This is an optimization exercise on Yosys and OpenROAD, whose aim is small area and a short achievable clock period, not a production implementation.
Where RTL was checked, it was by simulation tests only, not by an equivalence proof against the original.

==> exp/harbor <==
// fused_multiply_add
module fused_multiply_add
(
     input                                   clk
   , input                                   rst
   , input                                   cntrl_load
   , input        [31:0]                     cntrl_init
   , input                                   pass
   , input        [15:0]                     m
   , input        [15:0]                     x
   , input        [15:0]                     c
   , output logic                            y_valid_r
   , output logic [31:0]                     y_w
);
==> module fma_benc1, before the edit <==
module fma_benc1 (input b2, input b1, input b0, output one, output two, output neg);
  wire   o = b1 ^ b0;
  assign one = o;
  assign two = ~o & (b2 ^ b1);
  assign neg = b2;
endmodule
Settings: LEC_CHECK=0, ABC_AREA=1, CAP_MARGIN=20, CORE_MARGIN=2, CORE_UTILIZATION=60, CTS_BUF_LIST=sky130_fd_sc_hd__clkbuf_8, SETUP_SLACK_MARGIN=3.4, SLEW_MARGIN=20, SYNTH_HIERARCHICAL=1, SYNTH_MINIMUM_KEEP_SIZE=0; clock period 8.0 ns.
standard.sh (not shown) runs the stock make flow with config.mk's settings and CLKGATE_MAP_FILE= SYNTH_SCRIPT=/design/flow/synth_recipe.tcl, a recipe that flattens the netlist after the stock synthesis.
==> flow/flow/run.sh <==
#!/bin/bash
# The standard layout (standard.sh), with two changes:
#  - synthesis maps logic with ABC's &nf mapper (flow/abc_map.script) in place of
#    ORFS's abc_area.script, which maps XOR-heavy logic to NAND2 trees;
#  - the port buffers are plain buf_1 cells instead of the default choice.
set -u
WORK=$(pwd)
rm -rf "$WORK/scripts"
cp -r "$FLOW_HOME/scripts" "$WORK/scripts"
cp "$WORK/flow/abc_map.script" "$WORK/scripts/abc_area.script"
export SCRIPTS_DIR="$WORK/scripts"
export BUFFER_PORTS_ARGS="-buffer_cell sky130_fd_sc_hd__buf_1"
bash standard.sh > standard.log 2>&1
==> flow/flow/abc_map.script <==
strash
&get -n
&fraig -x
&put
scorr
dc2
dretime
strash
&get -n
&dch -f
&nf {D}
&put
==> exp/zinc: changes against exp/harbor <==
--- a/flow/design.v
+++ b/flow/design.v
@@ -854,19 +854,18 @@
 module fma_gc (input gh, input ph, input gl, output g);
   assign g = gh | (ph & gl);
 endmodule
 module fma_gpc (input gh, input ph, input gl, input pl, output g, output p);
   assign g = gh | (ph & gl);
   assign p = ph & pl;
 endmodule
 module fma_benc1 (input b2, input b1, input b0, output one, output two, output neg);
-  wire   o = b1 ^ b0;
-  assign one = o;
-  assign two = ~o & (b2 ^ b1);
+  assign one = b1 ^ b0;
+  assign two = (b2 & ~b1 & ~b0) | (~b2 & b1 & b0);
   assign neg = b2;
 endmodule
 module fma_benc (input en, input b2, input b1, input b0, output one, output two, output neg);
   assign one = en & (b1 ^ b0);
   assign two = en & ((b2 & ~b1 & ~b0) | (~b2 & b1 & b0));
   assign neg = en & b2;
 endmodule
 module fma_bsel (input one, input two, input neg, input xa, input xb, output p);
==> flow/flow/run.sh (replaced) <==
#!/bin/bash
# The standard layout (standard.sh), with two changes:
#  - synthesis maps logic with ABC's &nf mapper (flow/abc_map.script) in place of
#    ORFS's abc_area.script, which maps XOR-heavy logic to NAND2 trees;
#  - the port buffers are plain buf_2 cells instead of the default choice.
set -u
WORK=$(pwd)
rm -rf "$WORK/scripts"
cp -r "$FLOW_HOME/scripts" "$WORK/scripts"
cp "$WORK/flow/abc_map.script" "$WORK/scripts/abc_area.script"
export SCRIPTS_DIR="$WORK/scripts"
export BUFFER_PORTS_ARGS="-buffer_cell sky130_fd_sc_hd__buf_2"
bash standard.sh > standard.log 2>&1
==> flow/config.mk (replaced) <==
export PLATFORM = sky130hd
export DESIGN_NAME = fused_multiply_add
export DESIGN_NICKNAME = fused_multiply_add
export VERILOG_FILES = /design/flow/design.v
export SDC_FILE = /design/flow/constraint.sdc
export NUM_CORES = 4
export LEC_CHECK = 0
export ABC_AREA = 1
export CAP_MARGIN = 20
export CORE_MARGIN = 2
export CORE_UTILIZATION = 40
export CTS_BUF_LIST = sky130_fd_sc_hd__clkbuf_8
export SETUP_SLACK_MARGIN = 3.3
export SLEW_MARGIN = 20
export SYNTH_HIERARCHICAL = 1
export SYNTH_MINIMUM_KEEP_SIZE = 0
==> exp/violet: changes against exp/harbor <==
--- a/flow/design.v
+++ b/flow/design.v
@@ -195,22 +195,22 @@
   fma_bsel u_b7_11 (.one(one7_d[1]), .two(two7_d[1]), .neg(neg7_d[1]), .xa(xe[11]), .xb(xe[10]), .p(pp7[11]));
   fma_bsel u_b7_12 (.one(one7_d[1]), .two(two7_d[1]), .neg(neg7_d[1]), .xa(xe[12]), .xb(xe[11]), .p(pp7[12]));
   fma_bsel u_b7_13 (.one(one7_d[1]), .two(two7_d[1]), .neg(neg7_d[1]), .xa(xe[13]), .xb(xe[12]), .p(pp7[13]));
   fma_bsel u_b7_14 (.one(one7_d[1]), .two(two7_d[1]), .neg(neg7_d[1]), .xa(xe[14]), .xb(xe[13]), .p(pp7[14]));
   fma_bsel u_b7_15 (.one(one7_d[1]), .two(two7_d[1]), .neg(neg7_d[1]), .xa(xe[15]), .xb(xe[14]), .p(pp7[15]));
   assign pp7[16] = (two7_d[1] & xe[15]) ^ neg7_d[1];
   wire s1, c2;
   fma_fa u_s1 (.a(ys_r[0]), .b(yc_r[0]), .ci(neg0), .s(s1), .co(c2));
-  wire s3, c4;
-  fma_fa u_s3 (.a(cg[0]), .b(pp0[0]), .ci(s1), .s(s3), .co(c4));
+  wire s3 = cg[0] ^ pp0[0];
+  wire c4 = cg[0] & pp0[0];
   wire s5, c6;
   fma_fa u_s5 (.a(ys_r[1]), .b(yc_r[1]), .ci(cg[1]), .s(s5), .co(c6));
   wire s7, c8;
-  fma_fa u_s7 (.a(pp0[1]), .b(c2), .ci(s5), .s(s7), .co(c8));
+  fma_fa u_s7 (.a(pp0[1]), .b(c2), .ci(c4), .s(s7), .co(c8));
   wire s9, c10;
   fma_fa u_s9 (.a(ys_r[2]), .b(yc_r[2]), .ci(neg1), .s(s9), .co(c10));
   wire s11, c12;
   fma_fa u_s11 (.a(cg[2]), .b(pp0[2]), .ci(pp1[0]), .s(s11), .co(c12));
   wire s13, c14;
   fma_fa u_s13 (.a(s9), .b(c6), .ci(s11), .s(s13), .co(c14));
   wire s15, c16;
   fma_fa u_s15 (.a(ys_r[3]), .b(yc_r[3]), .ci(cg[3]), .s(s15), .co(c16));
@@ -421,18 +421,18 @@
   wire s221, c222;
   fma_fa u_s221 (.a(pp5[8]), .b(pp6[6]), .ci(pp7[4]), .s(s221), .co(c222));
   wire s223, c224;
   fma_fa u_s223 (.a(c200), .b(c202), .ci(c204), .s(s223), .co(c224));
   wire s225, c226;
   fma_fa u_s225 (.a(s217), .b(s219), .ci(s221), .s(s225), .co(c226));
   wire s227, c228;
   fma_fa u_s227 (.a(c206), .b(c208), .ci(s223), .s(s227), .co(c228));
-  wire s229, c230;
-  fma_fa u_s229 (.a(s225), .b(c210), .ci(s227), .s(s229), .co(c230));
+  wire s229 = s225 ^ c210;
+  wire c230 = s225 & c210;
   wire s231, c232;
   fma_fa u_s231 (.a(ys_r[19]), .b(yc_r[19]), .ci(yt_r[19]), .s(s231), .co(c232));
   wire s233, c234;
   fma_fa u_s233 (.a(c214), .b(s231), .ci(c216), .s(s233), .co(c234));
   wire s235, c236;
   fma_fa u_s235 (.a(s233), .b(~neg1), .ci(pp2[15]), .s(s235), .co(c236));
   wire s237, c238;
   fma_fa u_s237 (.a(pp3[13]), .b(pp4[11]), .ci(pp5[9]), .s(s237), .co(c238));
@@ -453,18 +453,18 @@
   wire s253, c254;
   fma_fa u_s253 (.a(pp3[14]), .b(pp4[12]), .ci(pp5[10]), .s(s253), .co(c254));
   wire s255, c256;
   fma_fa u_s255 (.a(pp6[8]), .b(pp7[6]), .ci(c236), .s(s255), .co(c256));
   wire s257, c258;
   fma_fa u_s257 (.a(c238), .b(s251), .ci(s253), .s(s257), .co(c258));
   wire s259, c260;
   fma_fa u_s259 (.a(c240), .b(c242), .ci(s255), .s(s259), .co(c260));
-  wire s261, c262;
-  fma_fa u_s261 (.a(s257), .b(c244), .ci(s259), .s(s261), .co(c262));
+  wire s261 = s257 ^ c244;
+  wire c262 = s257 & c244;
   wire s263, c264;
   fma_fa u_s263 (.a(ys_r[21]), .b(yc_r[21]), .ci(yt_r[21]), .s(s263), .co(c264));
   wire s265, c266;
   fma_fa u_s265 (.a(c248), .b(s263), .ci(c250), .s(s265), .co(c266));
   wire s267, c268;
   fma_fa u_s267 (.a(s265), .b(~neg2), .ci(pp3[15]), .s(s267), .co(c268));
   wire s269, c270;
   fma_fa u_s269 (.a(pp4[13]), .b(pp5[11]), .ci(pp6[9]), .s(s269), .co(c270));
@@ -481,18 +481,18 @@
   wire s281, c282;
   fma_fa u_s281 (.a(s279), .b(c266), .ci(pp3[16]), .s(s281), .co(c282));
   wire s283, c284;
   fma_fa u_s283 (.a(pp4[14]), .b(pp5[12]), .ci(pp6[10]), .s(s283), .co(c284));
   wire s285, c286;
   fma_fa u_s285 (.a(pp7[8]), .b(c268), .ci(c270), .s(s285), .co(c286));
   wire s287, c288;
   fma_fa u_s287 (.a(s281), .b(s283), .ci(c272), .s(s287), .co(c288));
-  wire s289, c290;
-  fma_fa u_s289 (.a(s285), .b(c274), .ci(s287), .s(s289), .co(c290));
+  wire s289 = s285 ^ c274;
+  wire c290 = s285 & c274;
   wire s291, c292;
   fma_fa u_s291 (.a(ys_r[23]), .b(yc_r[23]), .ci(yt_r[23]), .s(s291), .co(c292));
   wire s293, c294;
   fma_fa u_s293 (.a(c278), .b(s291), .ci(c280), .s(s293), .co(c294));
   wire s295, c296;
   fma_fa u_s295 (.a(s293), .b(~neg3), .ci(pp4[15]), .s(s295), .co(c296));
   wire s297, c298;
   fma_fa u_s297 (.a(pp5[13]), .b(pp6[11]), .ci(pp7[9]), .s(s297), .co(c298));
@@ -505,18 +505,18 @@
   wire s305, c306;
   fma_fa u_s305 (.a(yt_r[24]), .b(c292), .ci(s303), .s(s305), .co(c306));
   wire s307, c308;
   fma_fa u_s307 (.a(s305), .b(c294), .ci(pp4[16]), .s(s307), .co(c308));
   wire s309, c310;
   fma_fa u_s309 (.a(pp5[14]), .b(pp6[12]), .ci(pp7[10]), .s(s309), .co(c310));
   wire s311, c312;
   fma_fa u_s311 (.a(c296), .b(c298), .ci(s307), .s(s311), .co(c312));
-  wire s313, c314;
-  fma_fa u_s313 (.a(s309), .b(c300), .ci(s311), .s(s313), .co(c314));
+  wire s313 = s309 ^ c300;
+  wire c314 = s309 & c300;
   wire s315, c316;
   fma_fa u_s315 (.a(ys_r[25]), .b(yc_r[25]), .ci(yt_r[25]), .s(s315), .co(c316));
   wire s317, c318;
   fma_fa u_s317 (.a(c304), .b(s315), .ci(c306), .s(s317), .co(c318));
   wire s319, c320;
   fma_fa u_s319 (.a(s317), .b(~neg4), .ci(pp5[15]), .s(s319), .co(c320));
   wire s321, c322;
   fma_fa u_s321 (.a(pp6[13]), .b(pp7[11]), .ci(c308), .s(s321), .co(c322));
@@ -559,19 +559,19 @@
   wire s359, c360;
   fma_fa u_s359 (.a(s357), .b(c352), .ci(pp7[16]), .s(s359), .co(c360));
   wire s361 = c354 ^ s359;
   wire c362 = c354 & s359;
   wire s363, c364;
   fma_fa u_s363 (.a(ys_r[31]), .b(yc_r[31]), .ci(c358), .s(s363), .co(c364));
   wire s365, c366;
   fma_fa u_s365 (.a(s363), .b(~neg7), .ci(c360), .s(s365), .co(c366));
-  wire [25:14] r2 = {s323, 1'b0, s301, 1'b0, s275, 1'b0, s245, 1'b0, s211, s193, s175, s157};
-  wire [31:0] r0 = {c362, c356, c350, c342, c334, c324, s321, c302, c288, c276, s273, c246, s243, c212, c192, s191, s173, c138, c124, c108, c94, c80, c68, c56, c46, c36, c28, c20, c14, c8, c4, s3};
-  wire [31:0] r1 = {s365, s361, s355, s349, s341, s333, c314, s313, c290, s289, c262, s261, c230, s229, c194, c176, c158, c140, s139, s123, s107, s93, s79, s67, s55, s45, s35, s27, s19, s13, s7, 1'b0};
+  wire [25:14] r2 = {s323, s313, s301, s289, s275, s261, s245, s229, s211, s193, s175, s157};
+  wire [31:0] r0 = {c362, c356, c350, c342, c334, c324, s321, s311, c288, s287, s273, s259, s243, s227, c192, s191, s173, c138, c124, c108, c94, c80, c68, c56, c46, c36, c28, c20, c14, c8, s5, s1};
+  wire [31:0] r1 = {s365, s361, s355, s349, s341, s333, c314, c302, c290, c276, c262, c246, c230, c212, c194, c176, c158, c140, s139, s123, s107, s93, s79, s67, s55, s45, s35, s27, s19, s13, s7, s3};
   always_ff @(posedge clk)
     if (rst) y_valid_r <= 1'b0;
     else     y_valid_r <= pass;
   wire o14_0s, o14_0c;
   fma_fa u_ofo14_0 (.a(ys_r[14]), .b(yc_r[14]), .ci(yt_r[14]), .s(o14_0s), .co(o14_0c));
   wire o15_1s, o15_1c;
   fma_fa u_ofo15_1 (.a(ys_r[15]), .b(yc_r[15]), .ci(yt_r[15]), .s(o15_1s), .co(o15_1c));
   wire o16_1s, o16_1c;
@@ -602,18 +602,17 @@
   fma_ha u_oh28 (.a(ys_r[28]), .b(yc_r[28]), .s(os28_1), .co(oc28_1));
   wire os29_1, oc29_1;
   fma_ha u_oh29 (.a(ys_r[29]), .b(yc_r[29]), .s(os29_1), .co(oc29_1));
   wire os30_1, oc30_1;
   fma_ha u_oh30 (.a(ys_r[30]), .b(yc_r[30]), .s(os30_1), .co(oc30_1));
   wire o31_0s, o31_0c;
   fma_fa u_ofo31_0 (.a(ys_r[31]), .b(yc_r[31]), .ci(oc30_1), .s(o31_0s), .co(o31_0c));
   wire [31:0] ya_g, ya_p, ya;
-  assign ya_p[0] = ys_r[0];
-  assign ya_g[0] = 1'b0;
+  fma_ha u_ya_h0 (.a(ys_r[0]), .b(yc_r[0]), .s(ya_p[0]), .co(ya_g[0]));
   fma_ha u_ya_h1 (.a(ys_r[1]), .b(yc_r[1]), .s(ya_p[1]), .co(ya_g[1]));
   fma_ha u_ya_h2 (.a(ys_r[2]), .b(yc_r[2]), .s(ya_p[2]), .co(ya_g[2]));
   fma_ha u_ya_h3 (.a(ys_r[3]), .b(yc_r[3]), .s(ya_p[3]), .co(ya_g[3]));
   fma_ha u_ya_h4 (.a(ys_r[4]), .b(yc_r[4]), .s(ya_p[4]), .co(ya_g[4]));
   fma_ha u_ya_h5 (.a(ys_r[5]), .b(yc_r[5]), .s(ya_p[5]), .co(ya_g[5]));
   fma_ha u_ya_h6 (.a(ys_r[6]), .b(yc_r[6]), .s(ya_p[6]), .co(ya_g[6]));
   fma_ha u_ya_h7 (.a(ys_r[7]), .b(yc_r[7]), .s(ya_p[7]), .co(ya_g[7]));
   fma_ha u_ya_h8 (.a(ys_r[8]), .b(yc_r[8]), .s(ya_p[8]), .co(ya_g[8]));
@@ -637,16 +636,18 @@
   fma_ha u_ya_h25 (.a(o24_1c), .b(o25_1s), .s(ya_p[25]), .co(ya_g[25]));
   fma_ha u_ya_h26 (.a(o25_1c), .b(os26_1), .s(ya_p[26]), .co(ya_g[26]));
   fma_ha u_ya_h27 (.a(oc26_1), .b(os27_1), .s(ya_p[27]), .co(ya_g[27]));
   fma_ha u_ya_h28 (.a(oc27_1), .b(os28_1), .s(ya_p[28]), .co(ya_g[28]));
   fma_ha u_ya_h29 (.a(oc28_1), .b(os29_1), .s(ya_p[29]), .co(ya_g[29]));
   fma_ha u_ya_h30 (.a(oc29_1), .b(os30_1), .s(ya_p[30]), .co(ya_g[30]));
   assign ya_p[31] = o31_0s;
   assign ya_g[31] = 1'b0;
+  wire ya_G1;
+  fma_gc u_ya_n1 (.gh(ya_g[1]), .ph(ya_p[1]), .gl(ya_g[0]), .g(ya_G1));
   wire ya_G2, ya_P2;
   fma_gpc u_ya_n2 (.gh(ya_g[3]), .ph(ya_p[3]), .gl(ya_g[2]), .pl(ya_p[2]), .g(ya_G2), .p(ya_P2));
   wire ya_G3, ya_P3;
   fma_gpc u_ya_n3 (.gh(ya_g[5]), .ph(ya_p[5]), .gl(ya_g[4]), .pl(ya_p[4]), .g(ya_G3), .p(ya_P3));
   wire ya_G4, ya_P4;
   fma_gpc u_ya_n4 (.gh(ya_g[7]), .ph(ya_p[7]), .gl(ya_g[6]), .pl(ya_p[6]), .g(ya_G4), .p(ya_P4));
   wire ya_G5, ya_P5;
   fma_gpc u_ya_n5 (.gh(ya_g[9]), .ph(ya_p[9]), .gl(ya_g[8]), .pl(ya_p[8]), .g(ya_G5), .p(ya_P5));
@@ -667,19 +668,19 @@
   fma_gpc u_ya_n13 (.gh(ya_g[25]), .ph(ya_p[25]), .gl(ya_g[24]), .pl(ya_p[24]), .g(ya_G13), .p(ya_P13));
   wire ya_G14, ya_P14;
   fma_gpc u_ya_n14 (.gh(ya_g[27]), .ph(ya_p[27]), .gl(ya_g[26]), .pl(ya_p[26]), .g(ya_G14), .p(ya_P14));
   wire ya_G15, ya_P15;
   fma_gpc u_ya_n15 (.gh(ya_g[29]), .ph(ya_p[29]), .gl(ya_g[28]), .pl(ya_p[28]), .g(ya_G15), .p(ya_P15));
   wire ya_P16 = ya_p[31] & ya_p[30];
   wire ya_G16 = ya_p[31] & ya_g[30];
   wire ya_G17;
-  fma_gc u_ya_n17 (.gh(ya_g[2]), .ph(ya_p[2]), .gl(ya_g[1]), .g(ya_G17));
+  fma_gc u_ya_n17 (.gh(ya_g[2]), .ph(ya_p[2]), .gl(ya_G1), .g(ya_G17));
   wire ya_G18;
-  fma_gc u_ya_n18 (.gh(ya_G2), .ph(ya_P2), .gl(ya_g[1]), .g(ya_G18));
+  fma_gc u_ya_n18 (.gh(ya_G2), .ph(ya_P2), .gl(ya_G1), .g(ya_G18));
   wire ya_G19, ya_P19;
   fma_gpc u_ya_n19 (.gh(ya_g[6]), .ph(ya_p[6]), .gl(ya_G3), .pl(ya_P3), .g(ya_G19), .p(ya_P19));
   wire ya_G20, ya_P20;
   fma_gpc u_ya_n20 (.gh(ya_G4), .ph(ya_P4), .gl(ya_G3), .pl(ya_P3), .g(ya_G20), .p(ya_P20));
   wire ya_G21, ya_P21;
   fma_gpc u_ya_n21 (.gh(ya_g[10]), .ph(ya_p[10]), .gl(ya_G5), .pl(ya_P5), .g(ya_G21), .p(ya_P21));
   wire ya_G22, ya_P22;
   fma_gpc u_ya_n22 (.gh(ya_G6), .ph(ya_P6), .gl(ya_G5), .pl(ya_P5), .g(ya_G22), .p(ya_P22));
@@ -795,18 +796,18 @@
   fma_gc u_ya_n77 (.gh(ya_G61), .ph(ya_P61), .gl(ya_G56), .g(ya_G77));
   wire ya_G78;
   fma_gc u_ya_n78 (.gh(ya_G62), .ph(ya_P62), .gl(ya_G56), .g(ya_G78));
   wire ya_G79;
   fma_gc u_ya_n79 (.gh(ya_G63), .ph(ya_P63), .gl(ya_G56), .g(ya_G79));
   wire ya_G80;
   fma_gc u_ya_n80 (.gh(ya_G64), .ph(ya_P64), .gl(ya_G56), .g(ya_G80));
   assign ya[0] = ya_p[0];
-  assign ya[1] = ya_p[1];
-  assign ya[2] = ya_p[2] ^ ya_g[1];
+  assign ya[1] = ya_p[1] ^ ya_g[0];
+  assign ya[2] = ya_p[2] ^ ya_G1;
   assign ya[3] = ya_p[3] ^ ya_G17;
   assign ya[4] = ya_p[4] ^ ya_G18;
   assign ya[5] = ya_p[5] ^ ya_G33;
   assign ya[6] = ya_p[6] ^ ya_G34;
   assign ya[7] = ya_p[7] ^ ya_G35;
   assign ya[8] = ya_p[8] ^ ya_G36;
   assign ya[9] = ya_p[9] ^ ya_G49;
   assign ya[10] = ya_p[10] ^ ya_G50;
--- a/flow/config.mk
+++ b/flow/config.mk
@@ -5,12 +5,12 @@
 export SDC_FILE = /design/flow/constraint.sdc
 export NUM_CORES = 4
 export LEC_CHECK = 0
 export ABC_AREA = 1
 export CAP_MARGIN = 20
 export CORE_MARGIN = 2
 export CORE_UTILIZATION = 60
 export CTS_BUF_LIST = sky130_fd_sc_hd__clkbuf_8
-export SETUP_SLACK_MARGIN = 3.4
+export SETUP_SLACK_MARGIN = 3.7
 export SLEW_MARGIN = 20
 export SYNTH_HIERARCHICAL = 1
 export SYNTH_MINIMUM_KEEP_SIZE = 0
==> reports/qor.tcl <==
set qor(run_status) {finished clean}
set qor(wire_length_of_the_first_global_routing_pass_microns) 40520
set qor(syn_avg_cell_area_sq_um) 11.06
set qor(synth_common_cells) {184 x fa_1, 135 x xnor2_1, 120 x a22oi_1, 78 x and2_0}
set qor(synth_top_cells_by_area) {fa_1 35%, dfxtp_1 14%, xnor2_1 11%}
set qor(cp_slowest_cell) {fa_1}
set qor(clockPowerShare) 0.055
set qor(leakage_nw) 4.871
set qor(fraction_of_final_layout_cells_with_drive_strength_greater_than_1) 0.09731
set qor(die_height_microns) 135.6
set qor(reg2reg_slack_ns) 4.12
set qor(total_of_clock_buffers_placed_in_the_layout) 10
set qor(post_drt_wl_per_cell_microns) 18.99
set qor(seqCellArea_sq_mm) 0.001448
the above is filed under exp/harbor

==> reports/qor.tcl <==
set qor(total_of_clock_buffers_placed_in_the_layout) 10
set qor(run_status) {finished clean}
set qor(cp_slowest_cell) {fa_1}
set qor(numPlacedInstances) 1384
set qor(seqCellArea_sq_mm) 0.001441
set qor(leakage_nw) 5.019
set qor(postSynthCellCount) 940
set qor(clockPowerShare) 0.044
set qor(fraction_of_final_layout_cells_with_drive_strength_greater_than_1) 0.1648
set qor(finish.instance_area_sq_mm) 0.01177
set qor(reg2reg_slack_ns) 4.17
set qor(die_height_microns) 165.2
set qor(synth_common_cells) {184 x fa_1, 135 x xnor2_1, 120 x a22oi_1, 78 x and2_0}
set qor(finalHoldViolations) 0
set qor(post_drt_wl_per_cell_microns) 18.21
the above is filed under exp/zinc

==> reports/qor.tcl <==
set qor(syn_avg_cell_area_sq_um) 11.05
set qor(fraction_of_final_layout_cells_with_drive_strength_greater_than_1) 0.2539
set qor(die_height_microns) 136.3
set qor(wire_length_of_the_first_global_routing_pass_microns) 41590
set qor(seqCellArea_sq_mm) 0.001564
set qor(post_drt_wl_per_cell_microns) 20.92
set qor(synth_top_cells_by_area) {fa_1 34%, dfxtp_1 15%, xnor2_1 11%}
set qor(leakage_nw) 5.537
set qor(reg2reg_slack_ns) 4.09
set qor(clockPowerShare) 0.053
set qor(total_of_clock_buffers_placed_in_the_layout) 11
set qor(run_status) {finished clean}
the above is filed under exp/violet

For exp/violet, only the layout was checked, not whether the RTL still works.

## separate check: timing with driven ports
No port has a modelled driver above. Below, the same layouts with a new extraction and two added sets of constraints.
Step 1 (the two cells are an assumption about what drives the block):
set clk [get_ports {clk}]
set_driving_cell -lib_cell sky130_fd_sc_hd__clkbuf_16 $clk
set_driving_cell -lib_cell sky130_fd_sc_hd__buf_2 [delete_from_list [all_inputs] $clk]
Step 2 adds t to the input delays and takes it off the output delays; t is the mean of the earliest and latest rising clock arrival at the registers after step 1. Input paths then give back, and output paths get back, about the clock's delay inside the block.
a / b / c = no drivers / after step 1 / after step 2; a / b = the first two.
| run | t, ns | setup slack, ns | worst hold slack (ns) | cell pins on the clock port's net |
|---|---|---|---|---|
| exp/harbor | 0.422 | 3.473 / 3.464 / 3.066 | 0.873 / 0.873 / 0.873 | 1 |
| exp/zinc | 0.409 | 3.380 / 3.389 / 2.980 | 0.849 / 0.849 / 0.849 | 1 |
| exp/violet | 0.416 | 3.546 / 3.503 / 3.124 | 0.673 / 0.673 / 0.673 | 1 |
After both steps every run listed still meets setup and hold. The setup slack of exp/violet, which loses most, moves by -0.043 ns with the drivers and by -0.422 ns with both steps.
